What follows belongs to an exercise in optimizing a design on an open flow for small area; a production flow would make more cautious choices. In this exercise RTL edits were held to simulation tests only and were not proved equivalent to the original. Power is estimated from default activity; no workload was simulated.

==> 08-06 <==
==> flow/design.v <==
module ALU (
    input logic [31:0] SrcA,
    input logic [31:0] SrcB,
    input logic [2:0] ALUControl,
    output logic [31:0] ALUResult
);
logic sub, en;
logic [31:0] b, p, g, c, s;
logic [8:0] bc;
assign sub = ALUControl[2];
assign en = (ALUControl[1:0] == 2'b10);
assign b = SrcB ^ {32{sub}};
assign p = SrcA ^ b;
assign g = SrcA & b;
assign bc[0] = sub;
genvar k;
generate for (k = 0; k < 8; k++) begin : blk
  logic [3:0] pp, gg;
  logic G, P;
  assign pp = p[4*k +: 4];
  assign gg = g[4*k +: 4];
  assign G = gg[3] | pp[3]&gg[2] | pp[3]&pp[2]&gg[1] | pp[3]&pp[2]&pp[1]&gg[0];
  assign P = &pp;
  assign bc[k+1] = G | P & bc[k];
  assign c[4*k]   = bc[k];
  assign c[4*k+1] = gg[0] | pp[0]&bc[k];
  assign c[4*k+2] = gg[1] | pp[1]&c[4*k+1];
  assign c[4*k+3] = gg[2] | pp[2]&c[4*k+2];
end endgenerate
assign s = p ^ c;
assign ALUResult = s & {32{en}};
endmodule
module rf_row (input logic clk,
input logic r, rn,
input logic [31:0] c,
output logic [31:0] q,
output logic [31:0] d
);
assign d = (q & {32{rn}}) | (c & {32{r}});
always_ff@(posedge clk)
	q <= d;
endmodule
module rf_aoi222 (input logic [2:0] a, b, output logic y);
assign y = ~|(a & b);
endmodule
module rf_aoi22 (input logic [1:0] a, b, output logic y);
assign y = ~|(a & b);
endmodule
module rf_rdbit #(parameter int N = 32) (input logic [N-1:0] s, d, output logic y);
localparam int G = N / 3;
localparam int R = N - 3 * G;
logic [G:0] n;
genvar g;
generate
	for (g = 0; g < G; g++) begin : grp
		rf_aoi222 u (.a(s[3*g +: 3]), .b(d[3*g +: 3]), .y(n[g]));
	end
	if (R == 2) begin : r2
		rf_aoi22 u (.a(s[N-1 -: 2]), .b(d[N-1 -: 2]), .y(n[G]));
	end else if (R == 1) begin : r1
		assign n[G] = ~(s[N-1] & d[N-1]);
	end else begin : r0
		assign n[G] = 1'b1;
	end
endgenerate
assign y = ~&n;
endmodule
module rf_rdport (input logic [31:0] sel,
input logic [1023:0] arr,
input logic [4:0] idx,
output logic [31:0] y
);
genvar b, i;
generate
	for (b = 0; b < 32; b++) begin : bit_
		logic [31:0] col;
		for (i = 0; i < 32; i++) begin : c
			assign col[i] = arr[32*i + b];
		end
		if (b < 5) begin : lo
			rf_rdbit #(.N(33)) u (.s({~|sel, sel}), .d({idx[b], col}), .y(y[b]));
		end else begin : hi
			rf_rdbit #(.N(32)) u (.s(sel), .d(col), .y(y[b]));
		end
	end
endgenerate
endmodule
module register_file (input logic clk, rst,
input logic [4:0] A1, A2, A3,
input logic [31:0] WD3,
input logic WE3,
output logic [31:0] RD1,
output logic [31:0] RD2,
output logic [31:0] prode
);
logic [1023:0] arr, nxt;
logic [31:0] wrow, V, Vn;
logic PV;
logic [4:0] PA;
logic [31:0] PD;
logic [4:0] A1r, A2r;
logic RV1, RV2;
logic [31:0] sel1, sel2;
always_ff@(posedge clk or negedge rst)
	if (!rst) PV <= 1'b0;
	else PV <= WE3;
always_ff@(posedge clk) begin
	PA <= A3;
	PD <= WD3;
end
always_comb
	for (int i = 0; i < 32; i++) wrow[i] = PV && (PA == i);
assign Vn = V | wrow;
always_ff@(posedge clk or negedge rst)
	if (!rst) V <= 32'b0;
	else V <= Vn;
genvar g;
generate
	for (g = 0; g < 32; g++) begin : row
		rf_row u (.clk(clk), .r(wrow[g]), .rn(~wrow[g]), .c(PD),
		          .q(arr[32*g +: 32]), .d(nxt[32*g +: 32]));
	end
endgenerate
always_ff@(posedge clk)
	if (rst) begin
		A1r <= A1;
		A2r <= A2;
		RV1 <= Vn[A1];
		RV2 <= Vn[A2];
	end
always_comb
	for (int i = 0; i < 32; i++) begin
		sel1[i] = RV1 && (A1r == i);
		sel2[i] = RV2 && (A2r == i);
	end
rf_rdport rp1 (.sel(sel1), .arr(arr), .idx(A1r), .y(RD1));
rf_rdport rp2 (.sel(sel2), .arr(arr), .idx(A2r), .y(RD2));
assign prode = Vn[1] ? nxt[63:32] : 32'd1;
endmodule
module top (input logic clk, rst,
input logic [4:0] A1, A2, A3,
input logic [31:0] WD3,
input logic WE3,
input logic [31:0] SrcA,
input logic [31:0] SrcB,
input logic [2:0] ALUControl,
output logic [31:0] ALUResult,
output logic [31:0] RD1,
output logic [31:0] RD2,
output logic [31:0] prode
);
    register_file reg1 (clk, rst, A1, A2, A3, WD3, WE3, RD1, RD2, prode);
    ALU alu1 (SrcA, SrcB, ALUControl, ALUResult);
endmodule
==> flow/flow/run.sh <==
#!/bin/bash
set -euo pipefail
export BUFFER_PORTS_ARGS="-buffer_cell sky130_fd_sc_hd__buf_1"
export CTS_ARGS="-sink_clustering_enable -repair_clock_nets -dont_use_dummy_load -buf_list sky130_fd_sc_hd__clkbuf_8 -sink_clustering_size 16 -sink_clustering_max_diameter 80"
bash standard.sh floorplan > standard_floorplan.log 2>&1
R=orfs/results/sky130hd/top/base
cp $R/2_floorplan.odb $R/2_floorplan_presize.odb
ODB_IN=$R/2_floorplan_presize.odb ODB_OUT=$R/2_floorplan.odb \
  openroad -no_init -exit flow/downsize.tcl > downsize.log 2>&1
bash standard.sh > standard.log 2>&1
==> flow/flow/downsize.tcl <==
# Swap every combinational cell of the synthesized netlist to the smallest
# drive strength of the same cell family (e.g. a22oi_2 -> a22oi_1).  Yosys's
# mapping upsizes some gates; the placement-stage repair_design later sizes up
# again whatever its slew and capacitance limits need.  Flip-flops, buffers,
# clock cells and tie cells are left alone.
read_db $::env(ODB_IN)
read_liberty $::env(FLOW_HOME)/platforms/sky130hd/lib/sky130_fd_sc_hd__tt_025C_1v80.lib
set n 0
set saved 0.0
foreach inst [[ord::get_db_block] getInsts] {
  set m [$inst getMaster]
  set name [$m getName]
  if {![regexp {^(sky130_fd_sc_hd__([a-z0-9]+))_([0-9]+)$} $name -> fam base drive]} continue
  if {[regexp {^(df|edf|sdf|dl|buf|clk|conb|tap|fill|decap|diode|bufinv|probe|lpflow)} $base]} continue
  set best $name
  set best_area [expr {[$m getWidth] * [$m getHeight]}]
  foreach cand [[ord::get_db] getLibs] {
    foreach cm [$cand getMasters] {
      set cn [$cm getName]
      if {![regexp "^${fam}_\[0-9\]+\$" $cn]} continue
      set a [expr {[$cm getWidth] * [$cm getHeight]}]
      if {$a < $best_area} { set best $cn; set best_area $a }
    }
  }
  if {$best ne $name} {
    set saved [expr {$saved + ([$m getWidth] * [$m getHeight] - $best_area) / 1e6}]
    replace_cell [$inst getName] $best
    incr n
  }
}
puts "downsize: swapped $n cells, saved [format %.1f $saved] um2"
write_db $::env(ODB_OUT)
==> flow/standard.sh <==
#!/bin/bash
# synth_recipe.tcl (not shown) runs the flow's synth.tcl, then flattens the netlist and writes it again
# the make line also repeats each setting of config.mk as NAME=value (left out here)
make -C /OpenROAD-flow-scripts/flow DESIGN_CONFIG=/design/flow/config.mk WORK_HOME=/design/flow/orfs CLKGATE_MAP_FILE= SYNTH_SCRIPT=/design/flow/synth_recipe.tcl "${@:-finish}"
==> flow/config.mk <==
export PLATFORM = sky130hd
export DESIGN_NAME = top
export DESIGN_NICKNAME = top
export VERILOG_FILES = /design/flow/design.v
export SDC_FILE = /design/flow/constraint.sdc
export NUM_CORES = 4
export LEC_CHECK = 0
export CAP_MARGIN = 20
export CORE_MARGIN = 2
export CORE_UTILIZATION = 65
export SLEW_MARGIN = 20
export SYNTH_HIERARCHICAL = 1
==> flow/constraint.sdc <==
create_clock -name core_clock -period 10.0 [get_ports {clk}]
set_input_delay 2.0000 -clock core_clock [delete_from_list [all_inputs] [get_ports {clk}]]
set_output_delay 2.0000 -clock core_clock [all_outputs]
set_load 0.01 [all_outputs]
==> 08-18 (differences from 08-06) <==
- CORE_UTILIZATION: 65 -> 48
==> 05-09 (differences from 08-06) <==
==> flow/flow/run.sh (replaced) <==
#!/bin/bash
set -euo pipefail
export BUFFER_PORTS_ARGS="-buffer_cell sky130_fd_sc_hd__buf_1"
export CTS_ARGS="-sink_clustering_enable -repair_clock_nets -dont_use_dummy_load -buf_list sky130_fd_sc_hd__clkbuf_8 -sink_clustering_size 16 -sink_clustering_max_diameter 50"
bash standard.sh > standard.log 2>&1
- CORE_UTILIZATION: 65 -> 55
removed: flow/flow/downsize.tcl
==> qor summary <==
| item | 08-06 | 05-09 | 08-18 |
|---|---|---|---|
| Status | timing/DRC/antenna clean | timing/DRC/antenna clean | timing/DRC/antenna clean |
| Portion of total power attributed to the clock network | 0.218 | 0.245 | 0.223 |
| Placed cells | 4,982 | 5,119 | 5,318 |
| Post-CTS clock slew at the launch and capture registers of the worst setup and hold paths | 100 ps | 60 ps | 80 ps |
| Logic depth of the worst path, buffers included | 16 | 15 | 16 |
| Maximum clock skew at final layout | 69.08 ps | 61.88 ps | 68.19 ps |
| WHS | 465.2 ps | 459.5 ps | 460.5 ps |
| Largest incremental delay on the critical path | 430 ps | 810 ps | 440 ps |
| Fraction of layout cells with a size suffix above 1 | 0.07934 | 0.1181 | 0.08466 |
| Met3 Usage GRT | 0.1827 | 0.1333 | 0.09611 |
| Effective utilization at floorplan | 0.6594 | 0.5546 | 0.4863 |
| End point of the most critical hold path | reg1.V[9]$_DFF_PN0_ | reg1.V[17]$_DFF_PN0_ | reg1.V[19]$_DFF_PN0_ |
| Detail-routed net length per standard cell | 37.55 um | 38.36 um | 36.14 um |
| Non-clock buffer share of cell area | 0.05241 | 0.04496 | 0.04533 |
| Detailed-route via count | 44,790 | 43,800 | 42,050 |
| Area of all placed cells without fillers | 48,700 um2 | 49,500 um2 | 48,960 um2 |
| Crit Reg-Reg Endpoint | reg1.row[7].u.q[24]$_DFF_P_ | reg1.row[23].u.q[4]$_DFF_P_ | reg1.row[27].u.q[6]$_DFF_P_ |
| Met2 global-route usage | 0.6845 | 0.6403 | 0.5301 |
| Sequential share of cell area | 0.4605 | 0.4530 | 0.4581 |
| Post-DR vias/cell | 8.816 | 8.362 | 7.782 |
| Number of antenna violations at the first check in global routing | 11 | 5 | 8 |
| RePlAce Congestion | 1.010 | 0.9687 | 0.9340 |

static timing again, ports no longer ideal:
The flow's constraints put no driver on any port. The routed layouts listed below were extracted and timed again, unchanged, in two steps.
Step 1, drivers: a clkbuf_16 drives clk and a buf_2 each remaining input, both assumed.
Step 2 also shifts input and output timing later by t, the mid clock arrival at the registers, as if the neighbouring blocks saw the same clock.
Three values: no drivers, after step 1, after step 2; two values: the first two.
| run | t (ns) | setup WS [ns] | worst hold slack (ns) | worst register clock-pin slew, ns |
|---|---|---|---|---|
| 08-06 | 0.810 | 1.634 / 1.607 / 1.607 | 0.465 / 0.465 / 0.465 | 0.11 / 0.11 |
| 08-18 | 0.809 | 1.648 / 1.625 / 1.625 | 0.460 / 0.460 / 0.460 | 0.11 / 0.11 |
| 05-09 | 0.829 | 1.478 / 1.456 / 1.456 | 0.460 / 0.460 / 0.460 | 0.10 / 0.10 |
After both steps setup and hold are still met in every run listed. The setup slack of 08-06, which loses most, moves by -0.027 ns with the drivers and by -0.027 ns with both steps.
